This is an optimization exercise on Yosys and OpenROAD, whose aim is small area and a short achievable clock period, not a production implementation. In this exercise RTL edits were held to simulation tests only and were not proved equivalent to the original. Power figures rest on the tool's default switching activity, not on a simulated workload.

==> flow/design.v (outline; a module is shown in full before it is edited, if it fits) <==
// module fa_m: 4 lines
// module ha_m: 4 lines
// module vedic_multiplier_32x32_pipelined: 4319 lines
module vedic_multiplier_32x32_pipelined(
    input clk,
    input [31:0] a, b,
    output reg [63:0] result_32x32
);
  // ...
==> flow/flow/run.sh <==
#!/bin/bash
# Own layout flow: the standard ORFS flow (standard.sh, unchanged synthesis),
# with the I/O port buffers made of sky130_fd_sc_hd__buf_2 cells instead of the
# delay-cell buffer that buffer_ports picks by default.
# make's full output goes to standard_flow.log here; ORFS keeps each step's log
# under orfs/logs/.
set -euo pipefail
bash standard.sh "BUFFER_PORTS_ARGS=-buffer_cell sky130_fd_sc_hd__buf_2" finish > standard_flow.log 2>&1
==> flow/standard.sh <==
#!/bin/bash
# synth_recipe.tcl (not shown) runs the flow's synth.tcl, then flattens the netlist and writes it again
# the make line also repeats each setting of config.mk as NAME=value (left out here)
make -C /OpenROAD-flow-scripts/flow DESIGN_CONFIG=/design/flow/config.mk WORK_HOME=/design/flow/orfs CLKGATE_MAP_FILE= SYNTH_SCRIPT=/design/flow/synth_recipe.tcl "${@:-finish}"
==> flow/config.mk <==
export PLATFORM = sky130hd
export DESIGN_NAME = vedic_multiplier_32x32_pipelined
export DESIGN_NICKNAME = vedic_multiplier_32x32_pipelined
export VERILOG_FILES = /design/flow/design.v
export SDC_FILE = /design/flow/constraint.sdc
export NUM_CORES = 4
export LEC_CHECK = 0
export ABC_AREA = 1
export CAP_MARGIN = 50
export CORE_MARGIN = 2
export CORE_UTILIZATION = 55
export SLEW_MARGIN = 70
export SYNTH_HIERARCHICAL = 1
export SYNTH_MINIMUM_KEEP_SIZE = 0
==> flow/constraint.sdc <==
create_clock -name core_clock -period 11.5 [get_ports {clk}]
set_input_delay 2.3000 -clock core_clock [delete_from_list [all_inputs] [get_ports {clk}]]
set_output_delay 2.3000 -clock core_clock [all_outputs]
set_load 0.01 [all_outputs]
==> run_results.csv, run 1 <==
group,metric,value,unit
run_status,outcome,"no timing/DRC/antenna violations",
detailed_routing,vias_per_cell,6.08,
floorplanning,n_tap_cell,782,
pwr,seq_power_share,0.289,
pwr,swShare,0.416,
pwr,p_int,0.00632,W
pwr,p_sw,0.00451,W
pwr,leakagePower,16.0,nW
setup_path,endpoint_kind,"output pin",
cells_and_area,most-common-layout-cells,"xor2_1 (544), dfxtp_1 (511), o22ai_1 (496)",
cells_and_area,stdcell_count,3869,
grt,grt_util_met2,0.467,
detailed_routing,top_layer,"met5",
job,maxCapViolCount,0,
floorplanning,die_area,62600,um2
pwr,total_power,0.0108,W
clock_tree,cts_setup_buffers,0,
grt,grt_pass1_vias,24700,
setup_path,critPathRequiredTime,9.20,ns
cells_and_area,buffers_excl_clock,213,
synth,yosysUniqueCellTypes,31,
pwr,power_frac_comb,0.550,
clock_tree,cts_max_level,2,
timing,hold_violations,0,
grt,antenna_found_initial,4,
clock_tree,clock_path_buffers,3,
cells_and_area,inv_count,161,
timing,tightest_slew,0.457,ns
timing,holdWs,0.322,ns
detailed_routing,wirelength,98600,um
floorplanning,rows,90,
floorplanning,start_util,0.554,
pwr,comb_power,0.00596,W
synth,ys_warn_count,7,
detailed_routing,drcViolationCount,0,
timing,period_share,0.292,
floorplanning,fp.dieH,250,um
setup_path,arrival,1.06,ns
grt,grt-busiest-layer,"met2",
clock_tree,cts_tree,"built",
timing,max_freq,298,MHz
synth,synth_top_area_share,0.317,
pwr,powerClk,0.00174,W
cells_and_area,multi_input_area,21000,um2
==> run 2: changes to the inputs <==
--- a/flow/design.v
+++ b/flow/design.v
@@ -1722,22 +1722,22 @@
 wire p1690;
 wire g1691;
 wire p1692;
-wire k1693;
-wire k1694;
-wire k1695;
-wire k1696;
-wire k1697;
-wire k1698;
-wire k1699;
-wire k1700;
-wire k1701;
-wire k1702;
-wire k1703;
-wire k1704;
-wire k1705;
-wire k1706;
-wire k1707;
-wire k1708;
+wire g1693;
+wire p1694;
+wire g1695;
+wire p1696;
+wire g1697;
+wire p1698;
+wire g1699;
+wire p1700;
+wire g1701;
+wire p1702;
+wire g1703;
+wire p1704;
+wire g1705;
+wire p1706;
+wire g1707;
+wire p1708;
 wire k1709;
 wire k1710;
 wire k1711;
@@ -1856,85 +1856,84 @@
 wire k1824;
 wire k1825;
 wire k1826;
-reg [103:0] r3;
-wire g1827;
-wire p1828;
-wire g1829;
-wire p1830;
-wire g1831;
-wire p1832;
-wire g1833;
-wire p1834;
-wire g1835;
-wire p1836;
-wire g1837;
-wire p1838;
-wire g1839;
-wire p1840;
-wire g1841;
-wire p1842;
-wire g1843;
-wire p1844;
-wire g1845;
-wire p1846;
-wire g1847;
-wire p1848;
-wire g1849;
-wire p1850;
-wire g1851;
-wire p1852;
-wire g1853;
-wire p1854;
-wire g1855;
-wire p1856;
-wire g1857;
-wire p1858;
-wire g1859;
-wire p1860;
-wire g1861;
-wire p1862;
-wire g1863;
-wire p1864;
-wire g1865;
-wire p1866;
-wire g1867;
-wire p1868;
-wire g1869;
-wire p1870;
-wire g1871;
-wire p1872;
-wire g1873;
-wire p1874;
-wire g1875;
-wire p1876;
-wire g1877;
-wire p1878;
-wire g1879;
-wire p1880;
-wire g1881;
-wire p1882;
-wire g1883;
-wire p1884;
-wire g1885;
-wire p1886;
-wire g1887;
-wire p1888;
-wire g1889;
-wire p1890;
-wire g1891;
-wire p1892;
-wire g1893;
-wire p1894;
-wire g1895;
-wire p1896;
-wire g1897;
-wire p1898;
-wire g1899;
-wire p1900;
-wire g1901;
-wire p1902;
-wire g1903;
-wire p1904;
+wire k1827;
+wire k1828;
+wire k1829;
+wire k1830;
+wire k1831;
+wire k1832;
+wire k1833;
+wire k1834;
+wire k1835;
+wire k1836;
+wire k1837;
+wire k1838;
+wire k1839;
+wire k1840;
+wire k1841;
+wire k1842;
+wire k1843;
+wire k1844;
+wire k1845;
+wire k1846;
+wire k1847;
+wire k1848;
+wire k1849;
+wire k1850;
+wire k1851;
+wire k1852;
+wire k1853;
+wire k1854;
+wire k1855;
+wire k1856;
+wire k1857;
+wire k1858;
+wire k1859;
+wire k1860;
+wire k1861;
+wire k1862;
+wire k1863;
+wire k1864;
+wire k1865;
+wire k1866;
+wire k1867;
+wire k1868;
+wire k1869;
+wire k1870;
+wire k1871;
+wire k1872;
+wire k1873;
+wire k1874;
+wire k1875;
+wire k1876;
+wire k1877;
+wire k1878;
+wire k1879;
+wire k1880;
+wire k1881;
+wire k1882;
+wire k1883;
+wire k1884;
+wire k1885;
+wire k1886;
+wire k1887;
+wire k1888;
+wire k1889;
+wire k1890;
+wire k1891;
+wire k1892;
+wire k1893;
+wire k1894;
+wire k1895;
+wire k1896;
+wire k1897;
+wire k1898;
+wire k1899;
+wire k1900;
+wire k1901;
+wire k1902;
+wire k1903;
+wire k1904;
 wire k1905;
 wire k1906;
 wire k1907;
@@ -1954,68 +1953,69 @@
 wire k1921;
 wire k1922;
 wire k1923;
-wire k1924;
-wire k1925;
-wire k1926;
-wire k1927;
-wire k1928;
-wire k1929;
-wire k1930;
-wire k1931;
-wire k1932;
-wire k1933;
-wire k1934;
-wire k1935;
-wire k1936;
-wire k1937;
-wire k1938;
-wire k1939;
-wire k1940;
-wire k1941;
-wire k1942;
-wire k1943;
-wire k1944;
-wire k1945;
-wire k1946;
-wire k1947;
-wire k1948;
-wire k1949;
-wire k1950;
-wire k1951;
-wire k1952;
-wire k1953;
-wire k1954;
-wire k1955;
-wire k1956;
-wire k1957;
-wire k1958;
-wire k1959;
-wire k1960;
-wire k1961;
-wire k1962;
-wire k1963;
-wire k1964;
-wire k1965;
-wire k1966;
-wire k1967;
-wire k1968;
-wire k1969;
-wire k1970;
-wire k1971;
-wire k1972;
-wire k1973;
-wire k1974;
-wire k1975;
-wire k1976;
-wire k1977;
-wire k1978;
-wire k1979;
-wire k1980;
-wire k1981;
-wire k1982;
-wire k1983;
-wire k1984;
-wire k1985;
+reg [95:0] r3;
+wire g1924;
+wire p1925;
+wire g1926;
+wire p1927;
+wire g1928;
+wire p1929;
+wire g1930;
+wire p1931;
+wire g1932;
+wire p1933;
+wire g1934;
+wire p1935;
+wire g1936;
+wire p1937;
+wire g1938;
+wire p1939;
+wire g1940;
+wire p1941;
+wire g1942;
+wire p1943;
+wire g1944;
+wire p1945;
+wire g1946;
+wire p1947;
+wire g1948;
+wire p1949;
+wire g1950;
+wire p1951;
+wire g1952;
+wire p1953;
+wire g1954;
+wire p1955;
+wire g1956;
+wire p1957;
+wire g1958;
+wire p1959;
+wire g1960;
+wire p1961;
+wire g1962;
+wire p1963;
+wire g1964;
+wire p1965;
+wire g1966;
+wire p1967;
+wire g1968;
+wire p1969;
+wire g1970;
+wire p1971;
+wire g1972;
+wire p1973;
+wire g1974;
+wire p1975;
+wire g1976;
+wire p1977;
+wire g1978;
+wire p1979;
+wire g1980;
+wire p1981;
+wire g1982;
+wire p1983;
+wire g1984;
+wire p1985;
 wire k1986;
 wire k1987;
 wire k1988;
@@ -2189,57 +2189,6 @@
 wire k2156;
 wire k2157;
 wire k2158;
-wire k2159;
-wire k2160;
-wire k2161;
-wire k2162;
-wire k2163;
-wire k2164;
-wire k2165;
-wire k2166;
-wire k2167;
-wire k2168;
-wire k2169;
-wire k2170;
-wire k2171;
-wire k2172;
-wire k2173;
-wire k2174;
-wire k2175;
-wire k2176;
-wire k2177;
-wire k2178;
-wire k2179;
-wire k2180;
-wire k2181;
-wire k2182;
-wire k2183;
-wire k2184;
-wire k2185;
-wire k2186;
-wire k2187;
-wire k2188;
-wire k2189;
-wire k2190;
-wire k2191;
-wire k2192;
-wire k2193;
-wire k2194;
-wire k2195;
-wire k2196;
-wire k2197;
-wire k2198;
-wire k2199;
-wire k2200;
-wire k2201;
-wire k2202;
-wire k2203;
-wire k2204;
-wire k2205;
-wire k2206;
-wire k2207;
-wire k2208;
-wire k2209;
 reg [63:0] p3;
 wire [63:0] prod;
 always @(posedge clk) begin
@@ -3670,140 +3619,229 @@
 ha_m ug1687 (.x(c1576), .y(s1577), .s(p1688), .c(g1687));
 ha_m ug1689 (.x(c1578), .y(s1579), .s(p1690), .c(g1689));
 ha_m ug1691 (.x(c1580), .y(s1581), .s(p1692), .c(g1691));
-assign k1693 = r2[2] & r2[1];
-assign k1694 = r2[4] & r2[3];
-assign k1695 = p1658 & g1655;
-assign k1696 = g1657 | (p1658 & g1655);
-assign k1697 = p1658 & p1656;
-assign k1698 = p1662 & g1659;
-assign k1699 = g1661 | (p1662 & g1659);
-assign k1700 = p1662 & p1660;
-assign k1701 = p1666 & g1663;
-assign k1702 = g1665 | (p1666 & g1663);
-assign k1703 = p1666 & p1664;
-assign k1704 = p1670 & g1667;
-assign k1705 = g1669 | (p1670 & g1667);
-assign k1706 = p1670 & p1668;
-assign k1707 = p1674 & g1671;
-assign k1708 = g1673 | (p1674 & g1671);
-assign k1709 = p1674 & p1672;
-assign k1710 = p1678 & g1675;
-assign k1711 = g1677 | (p1678 & g1675);
-assign k1712 = p1678 & p1676;
-assign k1713 = p1682 & g1679;
-assign k1714 = g1681 | (p1682 & g1679);
-assign k1715 = p1682 & p1680;
-assign k1716 = p1686 & g1683;
-assign k1717 = g1685 | (p1686 & g1683);
-assign k1718 = p1686 & p1684;
-assign k1719 = p1690 & g1687;
-assign k1720 = g1689 | (p1690 & g1687);
-assign k1721 = p1690 & p1688;
-assign k1722 = p1656 & k1694;
-assign k1723 = k1697 & k1694;
-assign k1724 = p1664 & k1699;
-assign k1725 = g1663 | (p1664 & k1699);
-assign k1726 = p1664 & k1700;
-assign k1727 = k1703 & k1699;
-assign k1728 = k1702 | (k1703 & k1699);
-assign k1729 = k1703 & k1700;
-assign k1730 = p1672 & k1705;
-assign k1731 = g1671 | (p1672 & k1705);
-assign k1732 = p1672 & k1706;
-assign k1733 = k1709 & k1705;
-assign k1734 = k1708 | (k1709 & k1705);
-assign k1735 = k1709 & k1706;
-assign k1736 = p1680 & k1711;
-assign k1737 = g1679 | (p1680 & k1711);
-assign k1738 = p1680 & k1712;
-assign k1739 = k1715 & k1711;
-assign k1740 = k1714 | (k1715 & k1711);
-assign k1741 = k1715 & k1712;
-assign k1742 = p1688 & k1717;
-assign k1743 = g1687 | (p1688 & k1717);
-assign k1744 = p1688 & k1718;
-assign k1745 = k1721 & k1717;
-assign k1746 = k1720 | (k1721 & k1717);
-assign k1747 = k1721 & k1718;
-assign k1748 = p1668 & k1728;
-assign k1749 = g1667 | (p1668 & k1728);
-assign k1750 = p1668 & k1729;
-assign k1751 = k1706 & k1728;
-assign k1752 = k1705 | (k1706 & k1728);
-assign k1753 = k1706 & k1729;
-assign k1754 = k1732 & k1728;
-assign k1755 = k1731 | (k1732 & k1728);
-assign k1756 = k1732 & k1729;
-assign k1757 = k1735 & k1728;
-assign k1758 = k1734 | (k1735 & k1728);
-assign k1759 = k1735 & k1729;
-assign k1760 = p1684 & k1740;
-assign k1761 = g1683 | (p1684 & k1740);
-assign k1762 = p1684 & k1741;
-assign k1763 = k1718 & k1740;
-assign k1764 = k1717 | (k1718 & k1740);
-assign k1765 = k1718 & k1741;
-assign k1766 = k1744 & k1740;
-assign k1767 = k1743 | (k1744 & k1740);
-assign k1768 = k1744 & k1741;
-assign k1769 = k1747 & k1740;
-assign k1770 = k1746 | (k1747 & k1740);
-assign k1771 = k1747 & k1741;
-assign k1772 = p1660 & k1696;
-assign k1773 = g1659 | (p1660 & k1696);
-assign k1774 = k1700 & k1696;
-assign k1775 = k1699 | (k1700 & k1696);
-assign k1776 = k1726 & k1696;
-assign k1777 = k1725 | (k1726 & k1696);
-assign k1778 = k1729 & k1696;
-assign k1779 = k1728 | (k1729 & k1696);
-assign k1780 = k1750 & k1696;
-assign k1781 = k1749 | (k1750 & k1696);
-assign k1782 = k1753 & k1696;
-assign k1783 = k1752 | (k1753 & k1696);
-assign k1784 = k1756 & k1696;
-assign k1785 = k1755 | (k1756 & k1696);
-assign k1786 = k1759 & k1696;
-assign k1787 = k1758 | (k1759 & k1696);
-assign k1788 = p1692 & k1770;
-assign k1789 = g1691 | (p1692 & k1770);
-assign k1790 = p1692 & k1771;
-assign k1791 = p1676 & k1787;
-assign k1792 = g1675 | (p1676 & k1787);
-assign k1793 = k1712 & k1787;
-assign k1794 = k1711 | (k1712 & k1787);
-assign k1795 = k1738 & k1787;
-assign k1796 = k1737 | (k1738 & k1787);
-assign k1797 = k1741 & k1787;
-assign k1798 = k1740 | (k1741 & k1787);
-assign k1799 = k1762 & k1787;
-assign k1800 = k1761 | (k1762 & k1787);
-assign k1801 = k1765 & k1787;
-assign k1802 = k1764 | (k1765 & k1787);
-assign k1803 = k1768 & k1787;
-assign k1804 = k1767 | (k1768 & k1787);
-assign k1805 = k1771 & k1787;
-assign k1806 = k1770 | (k1771 & k1787);
-assign k1807 = k1790 & k1787;
-assign k1808 = k1789 | (k1790 & k1787);
-assign k1809 = p1658 ^ g1655;
-assign k1810 = p1660 ^ k1696;
-assign k1811 = p1662 ^ k1773;
-assign k1812 = p1664 ^ k1775;
-assign k1813 = p1666 ^ k1777;
-assign k1814 = p1668 ^ k1779;
-assign k1815 = p1670 ^ k1781;
-assign k1816 = p1672 ^ k1783;
-assign k1817 = p1674 ^ k1785;
-assign k1818 = p1676 ^ k1787;
-assign k1819 = p1678 ^ k1792;
-assign k1820 = p1680 ^ k1794;
-assign k1821 = p1682 ^ k1796;
-assign k1822 = p1684 ^ k1798;
-assign k1823 = p1686 ^ k1800;
-assign k1824 = p1688 ^ k1802;
-assign k1825 = p1690 ^ k1804;
-assign k1826 = p1692 ^ k1806;
+ha_m ug1693 (.x(c1582), .y(s1583), .s(p1694), .c(g1693));
+ha_m ug1695 (.x(c1584), .y(s1585), .s(p1696), .c(g1695));
+ha_m ug1697 (.x(c1586), .y(s1587), .s(p1698), .c(g1697));
+ha_m ug1699 (.x(c1588), .y(s1589), .s(p1700), .c(g1699));
+ha_m ug1701 (.x(c1590), .y(s1591), .s(p1702), .c(g1701));
+ha_m ug1703 (.x(c1592), .y(s1593), .s(p1704), .c(g1703));
+ha_m ug1705 (.x(c1594), .y(s1595), .s(p1706), .c(g1705));
+ha_m ug1707 (.x(c1596), .y(s1597), .s(p1708), .c(g1707));
+assign k1709 = r2[2] & r2[1];
+assign k1710 = r2[4] & r2[3];
+assign k1711 = p1658 & g1655;
+assign k1712 = g1657 | (p1658 & g1655);
+assign k1713 = p1658 & p1656;
+assign k1714 = p1662 & g1659;
+assign k1715 = g1661 | (p1662 & g1659);
+assign k1716 = p1662 & p1660;
+assign k1717 = p1666 & g1663;
+assign k1718 = g1665 | (p1666 & g1663);
+assign k1719 = p1666 & p1664;
+assign k1720 = p1670 & g1667;
+assign k1721 = g1669 | (p1670 & g1667);
+assign k1722 = p1670 & p1668;
+assign k1723 = p1674 & g1671;
+assign k1724 = g1673 | (p1674 & g1671);
+assign k1725 = p1674 & p1672;
+assign k1726 = p1678 & g1675;
+assign k1727 = g1677 | (p1678 & g1675);
+assign k1728 = p1678 & p1676;
+assign k1729 = p1682 & g1679;
+assign k1730 = g1681 | (p1682 & g1679);
+assign k1731 = p1682 & p1680;
+assign k1732 = p1686 & g1683;
+assign k1733 = g1685 | (p1686 & g1683);
+assign k1734 = p1686 & p1684;
+assign k1735 = p1690 & g1687;
+assign k1736 = g1689 | (p1690 & g1687);
+assign k1737 = p1690 & p1688;
+assign k1738 = p1694 & g1691;
+assign k1739 = g1693 | (p1694 & g1691);
+assign k1740 = p1694 & p1692;
+assign k1741 = p1698 & g1695;
+assign k1742 = g1697 | (p1698 & g1695);
+assign k1743 = p1698 & p1696;
+assign k1744 = p1702 & g1699;
+assign k1745 = g1701 | (p1702 & g1699);
+assign k1746 = p1702 & p1700;
+assign k1747 = p1706 & g1703;
+assign k1748 = g1705 | (p1706 & g1703);
+assign k1749 = p1706 & p1704;
+assign k1750 = p1656 & k1710;
+assign k1751 = k1713 & k1710;
+assign k1752 = p1664 & k1715;
+assign k1753 = g1663 | (p1664 & k1715);
+assign k1754 = p1664 & k1716;
+assign k1755 = k1719 & k1715;
+assign k1756 = k1718 | (k1719 & k1715);
+assign k1757 = k1719 & k1716;
+assign k1758 = p1672 & k1721;
+assign k1759 = g1671 | (p1672 & k1721);
+assign k1760 = p1672 & k1722;
+assign k1761 = k1725 & k1721;
+assign k1762 = k1724 | (k1725 & k1721);
+assign k1763 = k1725 & k1722;
+assign k1764 = p1680 & k1727;
+assign k1765 = g1679 | (p1680 & k1727);
+assign k1766 = p1680 & k1728;
+assign k1767 = k1731 & k1727;
+assign k1768 = k1730 | (k1731 & k1727);
+assign k1769 = k1731 & k1728;
+assign k1770 = p1688 & k1733;
+assign k1771 = g1687 | (p1688 & k1733);
+assign k1772 = p1688 & k1734;
+assign k1773 = k1737 & k1733;
+assign k1774 = k1736 | (k1737 & k1733);
+assign k1775 = k1737 & k1734;
+assign k1776 = p1696 & k1739;
+assign k1777 = g1695 | (p1696 & k1739);
+assign k1778 = p1696 & k1740;
+assign k1779 = k1743 & k1739;
+assign k1780 = k1742 | (k1743 & k1739);
+assign k1781 = k1743 & k1740;
+assign k1782 = p1704 & k1745;
+assign k1783 = g1703 | (p1704 & k1745);
+assign k1784 = p1704 & k1746;
+assign k1785 = k1749 & k1745;
+assign k1786 = k1748 | (k1749 & k1745);
+assign k1787 = k1749 & k1746;
+assign k1788 = p1668 & k1756;
+assign k1789 = g1667 | (p1668 & k1756);
+assign k1790 = p1668 & k1757;
+assign k1791 = k1722 & k1756;
+assign k1792 = k1721 | (k1722 & k1756);
+assign k1793 = k1722 & k1757;
+assign k1794 = k1760 & k1756;
+assign k1795 = k1759 | (k1760 & k1756);
+assign k1796 = k1760 & k1757;
+assign k1797 = k1763 & k1756;
+assign k1798 = k1762 | (k1763 & k1756);
+assign k1799 = k1763 & k1757;
+assign k1800 = p1684 & k1768;
+assign k1801 = g1683 | (p1684 & k1768);
+assign k1802 = p1684 & k1769;
+assign k1803 = k1734 & k1768;
+assign k1804 = k1733 | (k1734 & k1768);
+assign k1805 = k1734 & k1769;
+assign k1806 = k1772 & k1768;
+assign k1807 = k1771 | (k1772 & k1768);
+assign k1808 = k1772 & k1769;
+assign k1809 = k1775 & k1768;
+assign k1810 = k1774 | (k1775 & k1768);
+assign k1811 = k1775 & k1769;
+assign k1812 = p1700 & k1780;
+assign k1813 = g1699 | (p1700 & k1780);
+assign k1814 = p1700 & k1781;
+assign k1815 = k1746 & k1780;
+assign k1816 = k1745 | (k1746 & k1780);
+assign k1817 = k1746 & k1781;
+assign k1818 = k1784 & k1780;
+assign k1819 = k1783 | (k1784 & k1780);
+assign k1820 = k1784 & k1781;
+assign k1821 = k1787 & k1780;
+assign k1822 = k1786 | (k1787 & k1780);
+assign k1823 = k1787 & k1781;
+assign k1824 = p1660 & k1712;
+assign k1825 = g1659 | (p1660 & k1712);
+assign k1826 = k1716 & k1712;
+assign k1827 = k1715 | (k1716 & k1712);
+assign k1828 = k1754 & k1712;
+assign k1829 = k1753 | (k1754 & k1712);
+assign k1830 = k1757 & k1712;
+assign k1831 = k1756 | (k1757 & k1712);
+assign k1832 = k1790 & k1712;
+assign k1833 = k1789 | (k1790 & k1712);
+assign k1834 = k1793 & k1712;
+assign k1835 = k1792 | (k1793 & k1712);
+assign k1836 = k1796 & k1712;
+assign k1837 = k1795 | (k1796 & k1712);
+assign k1838 = k1799 & k1712;
+assign k1839 = k1798 | (k1799 & k1712);
+assign k1840 = p1692 & k1810;
+assign k1841 = g1691 | (p1692 & k1810);
+assign k1842 = p1692 & k1811;
+assign k1843 = k1740 & k1810;
+assign k1844 = k1739 | (k1740 & k1810);
+assign k1845 = k1740 & k1811;
+assign k1846 = k1778 & k1810;
+assign k1847 = k1777 | (k1778 & k1810);
+assign k1848 = k1778 & k1811;
+assign k1849 = k1781 & k1810;
+assign k1850 = k1780 | (k1781 & k1810);
+assign k1851 = k1781 & k1811;
+assign k1852 = k1814 & k1810;
+assign k1853 = k1813 | (k1814 & k1810);
+assign k1854 = k1814 & k1811;
+assign k1855 = k1817 & k1810;
+assign k1856 = k1816 | (k1817 & k1810);
+assign k1857 = k1817 & k1811;
+assign k1858 = k1820 & k1810;
+assign k1859 = k1819 | (k1820 & k1810);
+assign k1860 = k1820 & k1811;
+assign k1861 = k1823 & k1810;
+assign k1862 = k1822 | (k1823 & k1810);
+assign k1863 = k1823 & k1811;
+assign k1864 = p1676 & k1839;
+assign k1865 = g1675 | (p1676 & k1839);
+assign k1866 = k1728 & k1839;
+assign k1867 = k1727 | (k1728 & k1839);
+assign k1868 = k1766 & k1839;
+assign k1869 = k1765 | (k1766 & k1839);
+assign k1870 = k1769 & k1839;
+assign k1871 = k1768 | (k1769 & k1839);
+assign k1872 = k1802 & k1839;
+assign k1873 = k1801 | (k1802 & k1839);
+assign k1874 = k1805 & k1839;
+assign k1875 = k1804 | (k1805 & k1839);
+assign k1876 = k1808 & k1839;
+assign k1877 = k1807 | (k1808 & k1839);
+assign k1878 = k1811 & k1839;
+assign k1879 = k1810 | (k1811 & k1839);
+assign k1880 = k1842 & k1839;
+assign k1881 = k1841 | (k1842 & k1839);
+assign k1882 = k1845 & k1839;
+assign k1883 = k1844 | (k1845 & k1839);
+assign k1884 = k1848 & k1839;
+assign k1885 = k1847 | (k1848 & k1839);
+assign k1886 = k1851 & k1839;
+assign k1887 = k1850 | (k1851 & k1839);
+assign k1888 = k1854 & k1839;
+assign k1889 = k1853 | (k1854 & k1839);
+assign k1890 = k1857 & k1839;
+assign k1891 = k1856 | (k1857 & k1839);
+assign k1892 = k1860 & k1839;
+assign k1893 = k1859 | (k1860 & k1839);
+assign k1894 = k1863 & k1839;
+assign k1895 = k1862 | (k1863 & k1839);
+assign k1896 = p1708 & k1895;
+assign k1897 = g1707 | (p1708 & k1895);
+assign k1898 = p1658 ^ g1655;
+assign k1899 = p1660 ^ k1712;
+assign k1900 = p1662 ^ k1825;
+assign k1901 = p1664 ^ k1827;
+assign k1902 = p1666 ^ k1829;
+assign k1903 = p1668 ^ k1831;
+assign k1904 = p1670 ^ k1833;
+assign k1905 = p1672 ^ k1835;
+assign k1906 = p1674 ^ k1837;
+assign k1907 = p1676 ^ k1839;
+assign k1908 = p1678 ^ k1865;
+assign k1909 = p1680 ^ k1867;
+assign k1910 = p1682 ^ k1869;
+assign k1911 = p1684 ^ k1871;
+assign k1912 = p1686 ^ k1873;
+assign k1913 = p1688 ^ k1875;
+assign k1914 = p1690 ^ k1877;
+assign k1915 = p1692 ^ k1879;
+assign k1916 = p1694 ^ k1881;
+assign k1917 = p1696 ^ k1883;
+assign k1918 = p1698 ^ k1885;
+assign k1919 = p1700 ^ k1887;
+assign k1920 = p1702 ^ k1889;
+assign k1921 = p1704 ^ k1891;
+assign k1922 = p1706 ^ k1893;
+assign k1923 = p1708 ^ k1895;
 always @(posedge clk) begin
   r3[0] <= r2[0];
   r3[1] <= r2[1];
@@ -3811,33 +3849,33 @@
   r3[3] <= r2[3];
   r3[4] <= r2[4];
   r3[5] <= p1656;
-  r3[6] <= k1809;
-  r3[7] <= k1810;
-  r3[8] <= k1811;
-  r3[9] <= k1812;
-  r3[10] <= k1813;
-  r3[11] <= k1814;
-  r3[12] <= k1815;
-  r3[13] <= k1816;
-  r3[14] <= k1817;
-  r3[15] <= k1818;
-  r3[16] <= k1819;
-  r3[17] <= k1820;
-  r3[18] <= k1821;
-  r3[19] <= k1822;
-  r3[20] <= k1823;
-  r3[21] <= k1824;
-  r3[22] <= k1825;
-  r3[23] <= k1826;
-  r3[24] <= k1808;
-  r3[25] <= c1582;
-  r3[26] <= c1584;
-  r3[27] <= c1586;
-  r3[28] <= c1588;
-  r3[29] <= c1590;
-  r3[30] <= c1592;
-  r3[31] <= c1594;
-  r3[32] <= c1596;
+  r3[6] <= k1898;
+  r3[7] <= k1899;
+  r3[8] <= k1900;
+  r3[9] <= k1901;
+  r3[10] <= k1902;
+  r3[11] <= k1903;
+  r3[12] <= k1904;
+  r3[13] <= k1905;
+  r3[14] <= k1906;
+  r3[15] <= k1907;
+  r3[16] <= k1908;
+  r3[17] <= k1909;
+  r3[18] <= k1910;
+  r3[19] <= k1911;
+  r3[20] <= k1912;
+  r3[21] <= k1913;
+  r3[22] <= k1914;
+  r3[23] <= k1915;
+  r3[24] <= k1916;
+  r3[25] <= k1917;
+  r3[26] <= k1918;
+  r3[27] <= k1919;
+  r3[28] <= k1920;
+  r3[29] <= k1921;
+  r3[30] <= k1922;
+  r3[31] <= k1923;
+  r3[32] <= k1897;
   r3[33] <= c1598;
   r3[34] <= c1600;
   r3[35] <= c1602;
@@ -3870,390 +3908,242 @@
   r3[62] <= c1654;
   r3[63] <= r2[211];
   r3[64] <= r2[212];
-  r3[65] <= s1583;
-  r3[66] <= s1585;
-  r3[67] <= s1587;
-  r3[68] <= s1589;
-  r3[69] <= s1591;
-  r3[70] <= s1593;
-  r3[71] <= s1595;
-  r3[72] <= s1597;
-  r3[73] <= s1599;
-  r3[74] <= s1601;
-  r3[75] <= s1603;
-  r3[76] <= s1605;
-  r3[77] <= s1607;
-  r3[78] <= s1609;
-  r3[79] <= s1611;
-  r3[80] <= s1613;
-  r3[81] <= s1615;
-  r3[82] <= s1617;
-  r3[83] <= s1619;
-  r3[84] <= s1621;
-  r3[85] <= s1623;
-  r3[86] <= s1625;
-  r3[87] <= s1627;
-  r3[88] <= s1629;
-  r3[89] <= s1631;
-  r3[90] <= s1633;
-  r3[91] <= s1635;
-  r3[92] <= s1637;
-  r3[93] <= s1639;
-  r3[94] <= s1641;
-  r3[95] <= s1643;
-  r3[96] <= s1645;
-  r3[97] <= s1647;
-  r3[98] <= s1649;
-  r3[99] <= s1651;
-  r3[100] <= r2[206];
-  r3[101] <= r2[209];
-  r3[102] <= r2[210];
-  r3[103] <= r2[213];
+  r3[65] <= s1599;
+  r3[66] <= s1601;
+  r3[67] <= s1603;
+  r3[68] <= s1605;
+  r3[69] <= s1607;
+  r3[70] <= s1609;
+  r3[71] <= s1611;
+  r3[72] <= s1613;
+  r3[73] <= s1615;
+  r3[74] <= s1617;
+  r3[75] <= s1619;
+  r3[76] <= s1621;
+  r3[77] <= s1623;
+  r3[78] <= s1625;
+  r3[79] <= s1627;
+  r3[80] <= s1629;
+  r3[81] <= s1631;
+  r3[82] <= s1633;
+  r3[83] <= s1635;
+  r3[84] <= s1637;
+  r3[85] <= s1639;
+  r3[86] <= s1641;
+  r3[87] <= s1643;
+  r3[88] <= s1645;
+  r3[89] <= s1647;
+  r3[90] <= s1649;
+  r3[91] <= s1651;
+  r3[92] <= r2[206];
+  r3[93] <= r2[209];
+  r3[94] <= r2[210];
+  r3[95] <= r2[213];
 end
-ha_m ug1827 (.x(r3[25]), .y(r3[65]), .s(p1828), .c(g1827));
-ha_m ug1829 (.x(r3[26]), .y(r3[66]), .s(p1830), .c(g1829));
-ha_m ug1831 (.x(r3[27]), .y(r3[67]), .s(p1832), .c(g1831));
-ha_m ug1833 (.x(r3[28]), .y(r3[68]), .s(p1834), .c(g1833));
-ha_m ug1835 (.x(r3[29]), .y(r3[69]), .s(p1836), .c(g1835));
-ha_m ug1837 (.x(r3[30]), .y(r3[70]), .s(p1838), .c(g1837));
-ha_m ug1839 (.x(r3[31]), .y(r3[71]), .s(p1840), .c(g1839));
-ha_m ug1841 (.x(r3[32]), .y(r3[72]), .s(p1842), .c(g1841));
-ha_m ug1843 (.x(r3[33]), .y(r3[73]), .s(p1844), .c(g1843));
-ha_m ug1845 (.x(r3[34]), .y(r3[74]), .s(p1846), .c(g1845));
-ha_m ug1847 (.x(r3[35]), .y(r3[75]), .s(p1848), .c(g1847));
-ha_m ug1849 (.x(r3[36]), .y(r3[76]), .s(p1850), .c(g1849));
-ha_m ug1851 (.x(r3[37]), .y(r3[77]), .s(p1852), .c(g1851));
-ha_m ug1853 (.x(r3[38]), .y(r3[78]), .s(p1854), .c(g1853));
-ha_m ug1855 (.x(r3[39]), .y(r3[79]), .s(p1856), .c(g1855));
-ha_m ug1857 (.x(r3[40]), .y(r3[80]), .s(p1858), .c(g1857));
-ha_m ug1859 (.x(r3[41]), .y(r3[81]), .s(p1860), .c(g1859));
-ha_m ug1861 (.x(r3[42]), .y(r3[82]), .s(p1862), .c(g1861));
-ha_m ug1863 (.x(r3[43]), .y(r3[83]), .s(p1864), .c(g1863));
-ha_m ug1865 (.x(r3[44]), .y(r3[84]), .s(p1866), .c(g1865));
-ha_m ug1867 (.x(r3[45]), .y(r3[85]), .s(p1868), .c(g1867));
-ha_m ug1869 (.x(r3[46]), .y(r3[86]), .s(p1870), .c(g1869));
-ha_m ug1871 (.x(r3[47]), .y(r3[87]), .s(p1872), .c(g1871));
-ha_m ug1873 (.x(r3[48]), .y(r3[88]), .s(p1874), .c(g1873));
-ha_m ug1875 (.x(r3[49]), .y(r3[89]), .s(p1876), .c(g1875));
-ha_m ug1877 (.x(r3[50]), .y(r3[90]), .s(p1878), .c(g1877));
-ha_m ug1879 (.x(r3[51]), .y(r3[91]), .s(p1880), .c(g1879));
-ha_m ug1881 (.x(r3[52]), .y(r3[92]), .s(p1882), .c(g1881));
-ha_m ug1883 (.x(r3[53]), .y(r3[93]), .s(p1884), .c(g1883));
-ha_m ug1885 (.x(r3[54]), .y(r3[94]), .s(p1886), .c(g1885));
-ha_m ug1887 (.x(r3[55]), .y(r3[95]), .s(p1888), .c(g1887));
-ha_m ug1889 (.x(r3[56]), .y(r3[96]), .s(p1890), .c(g1889));
-ha_m ug1891 (.x(r3[57]), .y(r3[97]), .s(p1892), .c(g1891));
-ha_m ug1893 (.x(r3[58]), .y(r3[98]), .s(p1894), .c(g1893));
-ha_m ug1895 (.x(r3[59]), .y(r3[99]), .s(p1896), .c(g1895));
-ha_m ug1897 (.x(r3[60]), .y(r3[100]), .s(p1898), .c(g1897));
-ha_m ug1899 (.x(r3[61]), .y(r3[101]), .s(p1900), .c(g1899));
-ha_m ug1901 (.x(r3[62]), .y(r3[102]), .s(p1902), .c(g1901));
-ha_m ug1903 (.x(r3[64]), .y(r3[103]), .s(p1904), .c(g1903));
-assign k1905 = p1828 & r3[24];
-assign k1906 = g1827 | (p1828 & r3[24]);
-assign k1907 = p1832 & g1829;
-assign k1908 = g1831 | (p1832 & g1829);
-assign k1909 = p1832 & p1830;
-assign k1910 = p1836 & g1833;
-assign k1911 = g1835 | (p1836 & g1833);
-assign k1912 = p1836 & p1834;
-assign k1913 = p1840 & g1837;
-assign k1914 = g1839 | (p1840 & g1837);
-assign k1915 = p1840 & p1838;
-assign k1916 = p1844 & g1841;
-assign k1917 = g1843 | (p1844 & g1841);
-assign k1918 = p1844 & p1842;
-assign k1919 = p1848 & g1845;
-assign k1920 = g1847 | (p1848 & g1845);
-assign k1921 = p1848 & p1846;
-assign k1922 = p1852 & g1849;
-assign k1923 = g1851 | (p1852 & g1849);
-assign k1924 = p1852 & p1850;
-assign k1925 = p1856 & g1853;
-assign k1926 = g1855 | (p1856 & g1853);
-assign k1927 = p1856 & p1854;
-assign k1928 = p1860 & g1857;
-assign k1929 = g1859 | (p1860 & g1857);
-assign k1930 = p1860 & p1858;
-assign k1931 = p1864 & g1861;
-assign k1932 = g1863 | (p1864 & g1861);
-assign k1933 = p1864 & p1862;
-assign k1934 = p1868 & g1865;
-assign k1935 = g1867 | (p1868 & g1865);
-assign k1936 = p1868 & p1866;
-assign k1937 = p1872 & g1869;
-assign k1938 = g1871 | (p1872 & g1869);
-assign k1939 = p1872 & p1870;
-assign k1940 = p1876 & g1873;
-assign k1941 = g1875 | (p1876 & g1873);
-assign k1942 = p1876 & p1874;
-assign k1943 = p1880 & g1877;
-assign k1944 = g1879 | (p1880 & g1877);
-assign k1945 = p1880 & p1878;
-assign k1946 = p1884 & g1881;
-assign k1947 = g1883 | (p1884 & g1881);
-assign k1948 = p1884 & p1882;
-assign k1949 = p1888 & g1885;
-assign k1950 = g1887 | (p1888 & g1885);
-assign k1951 = p1888 & p1886;
-assign k1952 = p1892 & g1889;
-assign k1953 = g1891 | (p1892 & g1889);
-assign k1954 = p1892 & p1890;
-assign k1955 = p1896 & g1893;
-assign k1956 = g1895 | (p1896 & g1893);
-assign k1957 = p1896 & p1894;
-assign k1958 = p1900 & g1897;
-assign k1959 = g1899 | (p1900 & g1897);
-assign k1960 = p1900 & p1898;
-assign k1961 = r3[63] & g1901;
-assign k1962 = r3[63] & p1902;
-assign k1963 = p1830 & k1906;
-assign k1964 = g1829 | (p1830 & k1906);
-assign k1965 = k1909 & k1906;
-assign k1966 = k1908 | (k1909 & k1906);
-assign k1967 = p1838 & k1911;
-assign k1968 = g1837 | (p1838 & k1911);
-assign k1969 = p1838 & k1912;
-assign k1970 = k1915 & k1911;
-assign k1971 = k1914 | (k1915 & k1911);
-assign k1972 = k1915 & k1912;
-assign k1973 = p1846 & k1917;
-assign k1974 = g1845 | (p1846 & k1917);
-assign k1975 = p1846 & k1918;
-assign k1976 = k1921 & k1917;
-assign k1977 = k1920 | (k1921 & k1917);
-assign k1978 = k1921 & k1918;
-assign k1979 = p1854 & k1923;
-assign k1980 = g1853 | (p1854 & k1923);
-assign k1981 = p1854 & k1924;
-assign k1982 = k1927 & k1923;
-assign k1983 = k1926 | (k1927 & k1923);
-assign k1984 = k1927 & k1924;
-assign k1985 = p1862 & k1929;
-assign k1986 = g1861 | (p1862 & k1929);
-assign k1987 = p1862 & k1930;
-assign k1988 = k1933 & k1929;
-assign k1989 = k1932 | (k1933 & k1929);
-assign k1990 = k1933 & k1930;
-assign k1991 = p1870 & k1935;
-assign k1992 = g1869 | (p1870 & k1935);
-assign k1993 = p1870 & k1936;
-assign k1994 = k1939 & k1935;
-assign k1995 = k1938 | (k1939 & k1935);
-assign k1996 = k1939 & k1936;
-assign k1997 = p1878 & k1941;
-assign k1998 = g1877 | (p1878 & k1941);
-assign k1999 = p1878 & k1942;
-assign k2000 = k1945 & k1941;
-assign k2001 = k1944 | (k1945 & k1941);
-assign k2002 = k1945 & k1942;
-assign k2003 = p1886 & k1947;
-assign k2004 = g1885 | (p1886 & k1947);
-assign k2005 = p1886 & k1948;
-assign k2006 = k1951 & k1947;
-assign k2007 = k1950 | (k1951 & k1947);
-assign k2008 = k1951 & k1948;
-assign k2009 = p1894 & k1953;
-assign k2010 = g1893 | (p1894 & k1953);
-assign k2011 = p1894 & k1954;
-assign k2012 = k1957 & k1953;
-assign k2013 = k1956 | (k1957 & k1953);
-assign k2014 = k1957 & k1954;
-assign k2015 = p1902 & k1959;
-assign k2016 = g1901 | (p1902 & k1959);
-assign k2017 = p1902 & k1960;
-assign k2018 = k1962 & k1959;
-assign k2019 = k1961 | (k1962 & k1959);
-assign k2020 = k1962 & k1960;
-assign k2021 = p1834 & k1966;
-assign k2022 = g1833 | (p1834 & k1966);
-assign k2023 = k1912 & k1966;
-assign k2024 = k1911 | (k1912 & k1966);
-assign k2025 = k1969 & k1966;
-assign k2026 = k1968 | (k1969 & k1966);
-assign k2027 = k1972 & k1966;
-assign k2028 = k1971 | (k1972 & k1966);
-assign k2029 = p1850 & k1977;
-assign k2030 = g1849 | (p1850 & k1977);
-assign k2031 = p1850 & k1978;
-assign k2032 = k1924 & k1977;
-assign k2033 = k1923 | (k1924 & k1977);
-assign k2034 = k1924 & k1978;
-assign k2035 = k1981 & k1977;
-assign k2036 = k1980 | (k1981 & k1977);
-assign k2037 = k1981 & k1978;
-assign k2038 = k1984 & k1977;
-assign k2039 = k1983 | (k1984 & k1977);
-assign k2040 = k1984 & k1978;
-assign k2041 = p1866 & k1989;
-assign k2042 = g1865 | (p1866 & k1989);
-assign k2043 = p1866 & k1990;
-assign k2044 = k1936 & k1989;
-assign k2045 = k1935 | (k1936 & k1989);
-assign k2046 = k1936 & k1990;
-assign k2047 = k1993 & k1989;
-assign k2048 = k1992 | (k1993 & k1989);
-assign k2049 = k1993 & k1990;
-assign k2050 = k1996 & k1989;
-assign k2051 = k1995 | (k1996 & k1989);
-assign k2052 = k1996 & k1990;
-assign k2053 = p1882 & k2001;
-assign k2054 = g1881 | (p1882 & k2001);
-assign k2055 = p1882 & k2002;
-assign k2056 = k1948 & k2001;
-assign k2057 = k1947 | (k1948 & k2001);
-assign k2058 = k1948 & k2002;
-assign k2059 = k2005 & k2001;
-assign k2060 = k2004 | (k2005 & k2001);
-assign k2061 = k2005 & k2002;
-assign k2062 = k2008 & k2001;
-assign k2063 = k2007 | (k2008 & k2001);
-assign k2064 = k2008 & k2002;
-assign k2065 = p1898 & k2013;
-assign k2066 = g1897 | (p1898 & k2013);
-assign k2067 = p1898 & k2014;
-assign k2068 = k1960 & k2013;
-assign k2069 = k1959 | (k1960 & k2013);
-assign k2070 = k1960 & k2014;
-assign k2071 = k2017 & k2013;
-assign k2072 = k2016 | (k2017 & k2013);
-assign k2073 = k2017 & k2014;
-assign k2074 = k2020 & k2013;
-assign k2075 = k2019 | (k2020 & k2013);
-assign k2076 = k2020 & k2014;
-assign k2077 = p1842 & k2028;
-assign k2078 = g1841 | (p1842 & k2028);
-assign k2079 = k1918 & k2028;
-assign k2080 = k1917 | (k1918 & k2028);
-assign k2081 = k1975 & k2028;
-assign k2082 = k1974 | (k1975 & k2028);
-assign k2083 = k1978 & k2028;
-assign k2084 = k1977 | (k1978 & k2028);
-assign k2085 = k2031 & k2028;
-assign k2086 = k2030 | (k2031 & k2028);
-assign k2087 = k2034 & k2028;
-assign k2088 = k2033 | (k2034 & k2028);
-assign k2089 = k2037 & k2028;
-assign k2090 = k2036 | (k2037 & k2028);
-assign k2091 = k2040 & k2028;
-assign k2092 = k2039 | (k2040 & k2028);
-assign k2093 = p1874 & k2051;
-assign k2094 = g1873 | (p1874 & k2051);
-assign k2095 = p1874 & k2052;
-assign k2096 = k1942 & k2051;
-assign k2097 = k1941 | (k1942 & k2051);
-assign k2098 = k1942 & k2052;
-assign k2099 = k1999 & k2051;
-assign k2100 = k1998 | (k1999 & k2051);
-assign k2101 = k1999 & k2052;
-assign k2102 = k2002 & k2051;
-assign k2103 = k2001 | (k2002 & k2051);
-assign k2104 = k2002 & k2052;
-assign k2105 = k2055 & k2051;
-assign k2106 = k2054 | (k2055 & k2051);
-assign k2107 = k2055 & k2052;
-assign k2108 = k2058 & k2051;
-assign k2109 = k2057 | (k2058 & k2051);
-assign k2110 = k2058 & k2052;
-assign k2111 = k2061 & k2051;
-assign k2112 = k2060 | (k2061 & k2051);
-assign k2113 = k2061 & k2052;
-assign k2114 = k2064 & k2051;
-assign k2115 = k2063 | (k2064 & k2051);
-assign k2116 = k2064 & k2052;
-assign k2117 = p1904 & k2075;
-assign k2118 = g1903 | (p1904 & k2075);
-assign k2119 = p1904 & k2076;
-assign k2120 = p1858 & k2092;
-assign k2121 = g1857 | (p1858 & k2092);
-assign k2122 = k1930 & k2092;
-assign k2123 = k1929 | (k1930 & k2092);
-assign k2124 = k1987 & k2092;
-assign k2125 = k1986 | (k1987 & k2092);
-assign k2126 = k1990 & k2092;
-assign k2127 = k1989 | (k1990 & k2092);
-assign k2128 = k2043 & k2092;
-assign k2129 = k2042 | (k2043 & k2092);
-assign k2130 = k2046 & k2092;
-assign k2131 = k2045 | (k2046 & k2092);
-assign k2132 = k2049 & k2092;
-assign k2133 = k2048 | (k2049 & k2092);
-assign k2134 = k2052 & k2092;
-assign k2135 = k2051 | (k2052 & k2092);
-assign k2136 = k2095 & k2092;
-assign k2137 = k2094 | (k2095 & k2092);
-assign k2138 = k2098 & k2092;
-assign k2139 = k2097 | (k2098 & k2092);
-assign k2140 = k2101 & k2092;
-assign k2141 = k2100 | (k2101 & k2092);
-assign k2142 = k2104 & k2092;
-assign k2143 = k2103 | (k2104 & k2092);
-assign k2144 = k2107 & k2092;
-assign k2145 = k2106 | (k2107 & k2092);
-assign k2146 = k2110 & k2092;
-assign k2147 = k2109 | (k2110 & k2092);
-assign k2148 = k2113 & k2092;
-assign k2149 = k2112 | (k2113 & k2092);
-assign k2150 = k2116 & k2092;
-assign k2151 = k2115 | (k2116 & k2092);
-assign k2152 = p1890 & k2151;
-assign k2153 = g1889 | (p1890 & k2151);
-assign k2154 = k1954 & k2151;
-assign k2155 = k1953 | (k1954 & k2151);
-assign k2156 = k2011 & k2151;
-assign k2157 = k2010 | (k2011 & k2151);
-assign k2158 = k2014 & k2151;
-assign k2159 = k2013 | (k2014 & k2151);
-assign k2160 = k2067 & k2151;
-assign k2161 = k2066 | (k2067 & k2151);
-assign k2162 = k2070 & k2151;
-assign k2163 = k2069 | (k2070 & k2151);
-assign k2164 = k2073 & k2151;
-assign k2165 = k2072 | (k2073 & k2151);
-assign k2166 = k2076 & k2151;
-assign k2167 = k2075 | (k2076 & k2151);
-assign k2168 = k2119 & k2151;
-assign k2169 = k2118 | (k2119 & k2151);
-assign k2170 = p1828 ^ r3[24];
-assign k2171 = p1830 ^ k1906;
-assign k2172 = p1832 ^ k1964;
-assign k2173 = p1834 ^ k1966;
-assign k2174 = p1836 ^ k2022;
-assign k2175 = p1838 ^ k2024;
-assign k2176 = p1840 ^ k2026;
-assign k2177 = p1842 ^ k2028;
-assign k2178 = p1844 ^ k2078;
-assign k2179 = p1846 ^ k2080;
-assign k2180 = p1848 ^ k2082;
-assign k2181 = p1850 ^ k2084;
-assign k2182 = p1852 ^ k2086;
-assign k2183 = p1854 ^ k2088;
-assign k2184 = p1856 ^ k2090;
-assign k2185 = p1858 ^ k2092;
-assign k2186 = p1860 ^ k2121;
-assign k2187 = p1862 ^ k2123;
-assign k2188 = p1864 ^ k2125;
-assign k2189 = p1866 ^ k2127;
-assign k2190 = p1868 ^ k2129;
-assign k2191 = p1870 ^ k2131;
-assign k2192 = p1872 ^ k2133;
-assign k2193 = p1874 ^ k2135;
-assign k2194 = p1876 ^ k2137;
-assign k2195 = p1878 ^ k2139;
-assign k2196 = p1880 ^ k2141;
-assign k2197 = p1882 ^ k2143;
-assign k2198 = p1884 ^ k2145;
-assign k2199 = p1886 ^ k2147;
-assign k2200 = p1888 ^ k2149;
-assign k2201 = p1890 ^ k2151;
-assign k2202 = p1892 ^ k2153;
-assign k2203 = p1894 ^ k2155;
-assign k2204 = p1896 ^ k2157;
-assign k2205 = p1898 ^ k2159;
-assign k2206 = p1900 ^ k2161;
-assign k2207 = p1902 ^ k2163;
-assign k2208 = r3[63] ^ k2165;
-assign k2209 = p1904 ^ k2167;
+ha_m ug1924 (.x(r3[33]), .y(r3[65]), .s(p1925), .c(g1924));
+ha_m ug1926 (.x(r3[34]), .y(r3[66]), .s(p1927), .c(g1926));
+ha_m ug1928 (.x(r3[35]), .y(r3[67]), .s(p1929), .c(g1928));
+ha_m ug1930 (.x(r3[36]), .y(r3[68]), .s(p1931), .c(g1930));
+ha_m ug1932 (.x(r3[37]), .y(r3[69]), .s(p1933), .c(g1932));
+ha_m ug1934 (.x(r3[38]), .y(r3[70]), .s(p1935), .c(g1934));
+ha_m ug1936 (.x(r3[39]), .y(r3[71]), .s(p1937), .c(g1936));
+ha_m ug1938 (.x(r3[40]), .y(r3[72]), .s(p1939), .c(g1938));
+ha_m ug1940 (.x(r3[41]), .y(r3[73]), .s(p1941), .c(g1940));
+ha_m ug1942 (.x(r3[42]), .y(r3[74]), .s(p1943), .c(g1942));
+ha_m ug1944 (.x(r3[43]), .y(r3[75]), .s(p1945), .c(g1944));
+ha_m ug1946 (.x(r3[44]), .y(r3[76]), .s(p1947), .c(g1946));
+ha_m ug1948 (.x(r3[45]), .y(r3[77]), .s(p1949), .c(g1948));
+ha_m ug1950 (.x(r3[46]), .y(r3[78]), .s(p1951), .c(g1950));
+ha_m ug1952 (.x(r3[47]), .y(r3[79]), .s(p1953), .c(g1952));
+ha_m ug1954 (.x(r3[48]), .y(r3[80]), .s(p1955), .c(g1954));
+ha_m ug1956 (.x(r3[49]), .y(r3[81]), .s(p1957), .c(g1956));
+ha_m ug1958 (.x(r3[50]), .y(r3[82]), .s(p1959), .c(g1958));
+ha_m ug1960 (.x(r3[51]), .y(r3[83]), .s(p1961), .c(g1960));
+ha_m ug1962 (.x(r3[52]), .y(r3[84]), .s(p1963), .c(g1962));
+ha_m ug1964 (.x(r3[53]), .y(r3[85]), .s(p1965), .c(g1964));
+ha_m ug1966 (.x(r3[54]), .y(r3[86]), .s(p1967), .c(g1966));
+ha_m ug1968 (.x(r3[55]), .y(r3[87]), .s(p1969), .c(g1968));
+ha_m ug1970 (.x(r3[56]), .y(r3[88]), .s(p1971), .c(g1970));
+ha_m ug1972 (.x(r3[57]), .y(r3[89]), .s(p1973), .c(g1972));
+ha_m ug1974 (.x(r3[58]), .y(r3[90]), .s(p1975), .c(g1974));
+ha_m ug1976 (.x(r3[59]), .y(r3[91]), .s(p1977), .c(g1976));
+ha_m ug1978 (.x(r3[60]), .y(r3[92]), .s(p1979), .c(g1978));
+ha_m ug1980 (.x(r3[61]), .y(r3[93]), .s(p1981), .c(g1980));
+ha_m ug1982 (.x(r3[62]), .y(r3[94]), .s(p1983), .c(g1982));
+ha_m ug1984 (.x(r3[64]), .y(r3[95]), .s(p1985), .c(g1984));
+assign k1986 = p1925 & r3[32];
+assign k1987 = g1924 | (p1925 & r3[32]);
+assign k1988 = p1929 & g1926;
+assign k1989 = g1928 | (p1929 & g1926);
+assign k1990 = p1929 & p1927;
+assign k1991 = p1933 & g1930;
+assign k1992 = g1932 | (p1933 & g1930);
+assign k1993 = p1933 & p1931;
+assign k1994 = p1937 & g1934;
+assign k1995 = g1936 | (p1937 & g1934);
+assign k1996 = p1937 & p1935;
+assign k1997 = p1941 & g1938;
+assign k1998 = g1940 | (p1941 & g1938);
+assign k1999 = p1941 & p1939;
+assign k2000 = p1945 & g1942;
+assign k2001 = g1944 | (p1945 & g1942);
+assign k2002 = p1945 & p1943;
+assign k2003 = p1949 & g1946;
+assign k2004 = g1948 | (p1949 & g1946);
+assign k2005 = p1949 & p1947;
+assign k2006 = p1953 & g1950;
+assign k2007 = g1952 | (p1953 & g1950);
+assign k2008 = p1953 & p1951;
+assign k2009 = p1957 & g1954;
+assign k2010 = g1956 | (p1957 & g1954);
+assign k2011 = p1957 & p1955;
+assign k2012 = p1961 & g1958;
+assign k2013 = g1960 | (p1961 & g1958);
+assign k2014 = p1961 & p1959;
+assign k2015 = p1965 & g1962;
+assign k2016 = g1964 | (p1965 & g1962);
+assign k2017 = p1965 & p1963;
+assign k2018 = p1969 & g1966;
+assign k2019 = g1968 | (p1969 & g1966);
+assign k2020 = p1969 & p1967;
+assign k2021 = p1973 & g1970;
+assign k2022 = g1972 | (p1973 & g1970);
+assign k2023 = p1973 & p1971;
+assign k2024 = p1977 & g1974;
+assign k2025 = g1976 | (p1977 & g1974);
+assign k2026 = p1977 & p1975;
+assign k2027 = p1981 & g1978;
+assign k2028 = g1980 | (p1981 & g1978);
+assign k2029 = p1981 & p1979;
+assign k2030 = r3[63] & g1982;
+assign k2031 = r3[63] & p1983;
+assign k2032 = k1990 & k1987;
+assign k2033 = k1989 | (k1990 & k1987);
+assign k2034 = k1996 & k1992;
+assign k2035 = k1995 | (k1996 & k1992);
+assign k2036 = k1996 & k1993;
+assign k2037 = k2002 & k1998;
+assign k2038 = k2001 | (k2002 & k1998);
+assign k2039 = k2002 & k1999;
+assign k2040 = k2008 & k2004;
+assign k2041 = k2007 | (k2008 & k2004);
+assign k2042 = k2008 & k2005;
+assign k2043 = k2014 & k2010;
+assign k2044 = k2013 | (k2014 & k2010);
+assign k2045 = k2014 & k2011;
+assign k2046 = k2020 & k2016;
+assign k2047 = k2019 | (k2020 & k2016);
+assign k2048 = k2020 & k2017;
+assign k2049 = k2026 & k2022;
+assign k2050 = k2025 | (k2026 & k2022);
+assign k2051 = k2026 & k2023;
+assign k2052 = k2031 & k2028;
+assign k2053 = k2030 | (k2031 & k2028);
+assign k2054 = k2031 & k2029;
+assign k2055 = k2036 & k2033;
+assign k2056 = k2035 | (k2036 & k2033);
+assign k2057 = k2042 & k2038;
+assign k2058 = k2041 | (k2042 & k2038);
+assign k2059 = k2042 & k2039;
+assign k2060 = k2048 & k2044;
+assign k2061 = k2047 | (k2048 & k2044);
+assign k2062 = k2048 & k2045;
+assign k2063 = k2054 & k2050;
+assign k2064 = k2053 | (k2054 & k2050);
+assign k2065 = k2054 & k2051;
+assign k2066 = k2059 & k2056;
+assign k2067 = k2058 | (k2059 & k2056);
+assign k2068 = k2065 & k2061;
+assign k2069 = k2064 | (k2065 & k2061);
+assign k2070 = k2065 & k2062;
+assign k2071 = k2070 & k2067;
+assign k2072 = k2069 | (k2070 & k2067);
+assign k2073 = k2062 & k2067;
+assign k2074 = k2061 | (k2062 & k2067);
+assign k2075 = k2039 & k2056;
+assign k2076 = k2038 | (k2039 & k2056);
+assign k2077 = k2045 & k2067;
+assign k2078 = k2044 | (k2045 & k2067);
+assign k2079 = k2051 & k2074;
+assign k2080 = k2050 | (k2051 & k2074);
+assign k2081 = k1993 & k2033;
+assign k2082 = k1992 | (k1993 & k2033);
+assign k2083 = k1999 & k2056;
+assign k2084 = k1998 | (k1999 & k2056);
+assign k2085 = k2005 & k2076;
+assign k2086 = k2004 | (k2005 & k2076);
+assign k2087 = k2011 & k2067;
+assign k2088 = k2010 | (k2011 & k2067);
+assign k2089 = k2017 & k2078;
+assign k2090 = k2016 | (k2017 & k2078);
+assign k2091 = k2023 & k2074;
+assign k2092 = k2022 | (k2023 & k2074);
+assign k2093 = k2029 & k2080;
+assign k2094 = k2028 | (k2029 & k2080);
+assign k2095 = p1927 & k1987;
+assign k2096 = g1926 | (p1927 & k1987);
+assign k2097 = p1931 & k2033;
+assign k2098 = g1930 | (p1931 & k2033);
+assign k2099 = p1935 & k2082;
+assign k2100 = g1934 | (p1935 & k2082);
+assign k2101 = p1939 & k2056;
+assign k2102 = g1938 | (p1939 & k2056);
+assign k2103 = p1943 & k2084;
+assign k2104 = g1942 | (p1943 & k2084);
+assign k2105 = p1947 & k2076;
+assign k2106 = g1946 | (p1947 & k2076);
+assign k2107 = p1951 & k2086;
+assign k2108 = g1950 | (p1951 & k2086);
+assign k2109 = p1955 & k2067;
+assign k2110 = g1954 | (p1955 & k2067);
+assign k2111 = p1959 & k2088;
+assign k2112 = g1958 | (p1959 & k2088);
+assign k2113 = p1963 & k2078;
+assign k2114 = g1962 | (p1963 & k2078);
+assign k2115 = p1967 & k2090;
+assign k2116 = g1966 | (p1967 & k2090);
+assign k2117 = p1971 & k2074;
+assign k2118 = g1970 | (p1971 & k2074);
+assign k2119 = p1975 & k2092;
+assign k2120 = g1974 | (p1975 & k2092);
+assign k2121 = p1979 & k2080;
+assign k2122 = g1978 | (p1979 & k2080);
+assign k2123 = p1983 & k2094;
+assign k2124 = g1982 | (p1983 & k2094);
+assign k2125 = p1985 & k2072;
+assign k2126 = g1984 | (p1985 & k2072);
+assign k2127 = p1925 ^ r3[32];
+assign k2128 = p1927 ^ k1987;
+assign k2129 = p1929 ^ k2096;
+assign k2130 = p1931 ^ k2033;
+assign k2131 = p1933 ^ k2098;
+assign k2132 = p1935 ^ k2082;
+assign k2133 = p1937 ^ k2100;
+assign k2134 = p1939 ^ k2056;
+assign k2135 = p1941 ^ k2102;
+assign k2136 = p1943 ^ k2084;
+assign k2137 = p1945 ^ k2104;
+assign k2138 = p1947 ^ k2076;
+assign k2139 = p1949 ^ k2106;
+assign k2140 = p1951 ^ k2086;
+assign k2141 = p1953 ^ k2108;
+assign k2142 = p1955 ^ k2067;
+assign k2143 = p1957 ^ k2110;
+assign k2144 = p1959 ^ k2088;
+assign k2145 = p1961 ^ k2112;
+assign k2146 = p1963 ^ k2078;
+assign k2147 = p1965 ^ k2114;
+assign k2148 = p1967 ^ k2090;
+assign k2149 = p1969 ^ k2116;
+assign k2150 = p1971 ^ k2074;
+assign k2151 = p1973 ^ k2118;
+assign k2152 = p1975 ^ k2092;
+assign k2153 = p1977 ^ k2120;
+assign k2154 = p1979 ^ k2080;
+assign k2155 = p1981 ^ k2122;
+assign k2156 = p1983 ^ k2094;
+assign k2157 = r3[63] ^ k2124;
+assign k2158 = p1985 ^ k2072;
 always @(posedge clk) begin
   p3[0] <= r3[0];
   p3[1] <= r3[1];
@@ -4279,46 +4169,46 @@
   p3[21] <= r3[21];
   p3[22] <= r3[22];
   p3[23] <= r3[23];
-  p3[24] <= k2170;
-  p3[25] <= k2171;
-  p3[26] <= k2172;
-  p3[27] <= k2173;
-  p3[28] <= k2174;
-  p3[29] <= k2175;
-  p3[30] <= k2176;
-  p3[31] <= k2177;
-  p3[32] <= k2178;
-  p3[33] <= k2179;
-  p3[34] <= k2180;
-  p3[35] <= k2181;
-  p3[36] <= k2182;
-  p3[37] <= k2183;
-  p3[38] <= k2184;
-  p3[39] <= k2185;
-  p3[40] <= k2186;
-  p3[41] <= k2187;
-  p3[42] <= k2188;
-  p3[43] <= k2189;
-  p3[44] <= k2190;
-  p3[45] <= k2191;
-  p3[46] <= k2192;
-  p3[47] <= k2193;
-  p3[48] <= k2194;
-  p3[49] <= k2195;
-  p3[50] <= k2196;
-  p3[51] <= k2197;
-  p3[52] <= k2198;
-  p3[53] <= k2199;
-  p3[54] <= k2200;
-  p3[55] <= k2201;
-  p3[56] <= k2202;
-  p3[57] <= k2203;
-  p3[58] <= k2204;
-  p3[59] <= k2205;
-  p3[60] <= k2206;
-  p3[61] <= k2207;
-  p3[62] <= k2208;
-  p3[63] <= k2209;
+  p3[24] <= r3[24];
+  p3[25] <= r3[25];
+  p3[26] <= r3[26];
+  p3[27] <= r3[27];
+  p3[28] <= r3[28];
+  p3[29] <= r3[29];
+  p3[30] <= r3[30];
+  p3[31] <= r3[31];
+  p3[32] <= k2127;
+  p3[33] <= k2128;
+  p3[34] <= k2129;
+  p3[35] <= k2130;
+  p3[36] <= k2131;
+  p3[37] <= k2132;
+  p3[38] <= k2133;
+  p3[39] <= k2134;
+  p3[40] <= k2135;
+  p3[41] <= k2136;
+  p3[42] <= k2137;
+  p3[43] <= k2138;
+  p3[44] <= k2139;
+  p3[45] <= k2140;
+  p3[46] <= k2141;
+  p3[47] <= k2142;
+  p3[48] <= k2143;
+  p3[49] <= k2144;
+  p3[50] <= k2145;
+  p3[51] <= k2146;
+  p3[52] <= k2147;
+  p3[53] <= k2148;
+  p3[54] <= k2149;
+  p3[55] <= k2150;
+  p3[56] <= k2151;
+  p3[57] <= k2152;
+  p3[58] <= k2153;
+  p3[59] <= k2154;
+  p3[60] <= k2155;
+  p3[61] <= k2156;
+  p3[62] <= k2157;
+  p3[63] <= k2158;
 end
 assign prod = {p3[63], p3[62], p3[61], p3[60], p3[59], p3[58], p3[57], p3[56], p3[55], p3[54], p3[53], p3[52], p3[51], p3[50], p3[49], p3[48], p3[47], p3[46], p3[45], p3[44], p3[43], p3[42], p3[41], p3[40], p3[39], p3[38], p3[37], p3[36], p3[35], p3[34], p3[33], p3[32], p3[31], p3[30], p3[29], p3[28], p3[27], p3[26], p3[25], p3[24], p3[23], p3[22], p3[21], p3[20], p3[19], p3[18], p3[17], p3[16], p3[15], p3[14], p3[13], p3[12], p3[11], p3[10], p3[9], p3[8], p3[7], p3[6], p3[5], p3[4], p3[3], p3[2], p3[1], p3[0]};
 always @(posedge clk) begin
--- a/flow/config.mk
+++ b/flow/config.mk
@@ -9,6 +9,8 @@
 export CAP_MARGIN = 50
 export CORE_MARGIN = 2
 export CORE_UTILIZATION = 55
+export CTS_CLUSTER_DIAMETER = 120
+export CTS_CLUSTER_SIZE = 26
 export SLEW_MARGIN = 70
 export SYNTH_HIERARCHICAL = 1
 export SYNTH_MINIMUM_KEEP_SIZE = 0
==> run 2 against run 1 <==
  * Total power is 3.7% higher
  * Count of clock-buffer cells in the layout is 39 lower
  * Die area is 0.81% lower
  * Sequential share of layout area is 0.67 points higher
  * Core utilization is 1.4 points lower
  * Sequential power hardly changed
  * Combinational power is about 20% higher
  * Area after synthesis is 0.82% lower
  * Via count is 4.1% lower
  * Cell count is 3.8% lower
  * Critical endpoint is now result_32x32[57]
  * Flip-flop and latch count is 8 lower
==> run_results.csv, run 2 <==
group,metric,value,unit
run_status,outcome,"no timing/DRC/antenna violations",
clock_tree,clock_path_buffers,3,
pwr,leakagePower,15.1,nW
setup_path,endpoint_kind,"output pin",
job,maxCapViolCount,0,
pwr,p_clk_frac,0.088,
synth,postSynthCellCount,2991,
timing,tns,0,ns
pwr,swShare,0.450,
clock_tree,cts_tree,"built",
placement,gp_congestion,0.889,
clock_tree,ctsResizeCount,0,
timing,tightest_slew,0.461,ns
cells_and_area,reg_top3,"r2 (214), r3 (96)",
floorplanning,start_util,0.558,
floorplanning,rows,89,
setup_path,path_buf_inv,1,
floorplanning,fp.dieH,249,um
timing,setup_slack,8.15,ns
synth,ys_warn_count,7,
grt,antenna_found_initial,5,
synth,synth_top_area_share,0.314,
timing,hold_violations,0,
synth,syn-cell-area,33000,um2
floorplanning,die_area,62100,um2
cells_and_area,most-common-layout-cells,"xor2_1 (534), dfxtp_1 (499), o22ai_1 (496)",
setup_path,arrival,1.05,ns
timing,period_share,0.291,
timing,max_freq,299,MHz
grt,grt_pass1_vias,23700,
cells_and_area,layout-area-overhead-vs-synth,6.74,%
detailed_routing,num_vias,22600,
clock_tree,cts_max_level,1,
clock_tree,cts_setup_buffers,0,
pwr,p_int,0.00618,W
detailed_routing,vias_per_cell,6.06,
pwr,p_sw,0.00505,W
pwr,seq_power_share,0.276,
synth,synth_edf_count,0,
placement,portBuffers,128,
detailed_routing,drcViolationCount,0,
pwr,power_frac_comb,0.636,
detailed_routing,wirelength,93700,um
setup_path,path_max_fanout,1,
synth,async_reset_ff_frac,0,
synth,yosysUniqueCellTypes,37,
setup_path,critPathRequiredTime,9.20,ns
synth,yosysMostFrequentCell,"xor2_1",
grt,grt-ovfl-total,0,
[run 2: changes by cell type after synthesis, moves of 9 or more]
cell / delta
nand2_1: -59
inv_1: -25
a21oi_1: -11
ha_1: +11
xor2_1: -9
[run 2: modules after synthesis, one instance, submodules excluded]
module	flops+latches	cell area, um2	times used	cells
vedic_multiplier_32x32_pipelined	519	22400	1	2418
fa_m	0	20.0	469	1
ha_m	0	12.5	104	1
[run 2: worst paths after layout]
kind         cells after the start        startpoint  slack (ns)                to
max                              1  result_32x32[57]        8.15  result_32x32[57]
min                              0             r2[0]        0.32             r3[0]
max reg2reg                     10            r2[74]        8.20            r3[32]
min reg2reg                      0             r2[0]        0.32             r3[0]
[run 2: metrics by stage]
| step | cell area [um2] | total power (W) | std cells | hold slack (ns) |
|---|---|---|---|---|
| 5_1_grt | 35300 | 0.0124 | 3721 | 0.328 |
| 2_1_floorplan | 33000 | 0.00813 | 2991 | 0.310 |
| 3_5_place_dp | 34400 | 0.0102 | 3683 | 0.312 |
| 3_3_place_gp | 34100 | 0.0100 | 3681 | 0.310 |
| 4_1_cts | 35100 | 0.0113 | 3715 | 0.318 |
| 6_report | 35300 | 0.0112 | 3722 | 0.321 |
[run 2: area by class of cell]
| type | count | area (um2) | share of cell area |
|---|---|---|---|
| flip-flops and latches | 519 | 10400 | 0.296 |
| diodes | 1 | 2.50 | 0.0000709 |
| well taps | 773 | 967 | 0.0274 |
| repair buffers | 217 | 1690 | 0.0479 |
| clock inverters | 3 | 55.1 | 0.00156 |
| multi-input cells | 2046 | 21000 | 0.595 |
| inverters | 134 | 503 | 0.0143 |
| clock buffers | 29 | 641 | 0.0182 |
[run 2: cells by family (layout without fill, tap and decap cells)]
family / Yosys count / after routing / synth area share
AOI/OAI and AO/OA: 562 / 562 / 0.106
xor gates and xnor gates: 567 / 567 / 0.150
adders and majority gates: 609 / 609 / 0.337
buffers and inverters: 426 / 383 / 0.0507
DFF: 519 / 519 / 0.314
other: 0 / 1 / 0
and+or+nand+nor: 308 / 308 / 0.0417
[run 2: routing by layer]
layer  part of all wire  track usage  wire (um)
met1               0.44        0.444      41600
met2               0.44        0.454      40900
met3              0.098       0.0681       9140
met4              0.022       0.0738       2070
met5            0.00047            0         44
[run 2: power by group through the flow]
stage / logic (W) / registers, W / clock network, W
finish: 0.00714 / 0.00310 / 0.000984
global route: 0.00814 / 0.00319 / 0.00109
floorplan: 0.00502 / 0.00312 / 0
global placement: 0.00689 / 0.00313 / 0
detailed placement: 0.00710 / 0.00315 / 0
CTS: 0.00716 / 0.00312 / 0.00102

## static timing again, ports no longer ideal
How much do the figures lean on ideal ports? The routed layouts below were timed once more, with nothing changed but the port constraints.
Step 1, drivers: a clkbuf_16 drives clk and a buf_2 each remaining input, both assumed.
Step 2, shift: input delay + t, output delay - t, t = (earliest + latest rising clock arrival at the registers) / 2. This alone moves slack from input paths to output paths.
Three values: ideal, step 1, step 2; two values: the first two.
| run | t (ns) | slack for setup (ns) | worst hold slack (ns) | latest minus earliest clock arrival (ns) |
|---|---|---|---|---|
| run 1 | 0.663 | 8.142 / 8.077 / 8.313 | 0.322 / 0.322 / 0.322 | 0.033 / 0.033 |
| run 2 | 0.649 | 8.155 / 8.090 / 8.197 | 0.321 / 0.321 / 0.321 | 0.022 / 0.023 |
After both steps setup and hold are still met in every run listed.
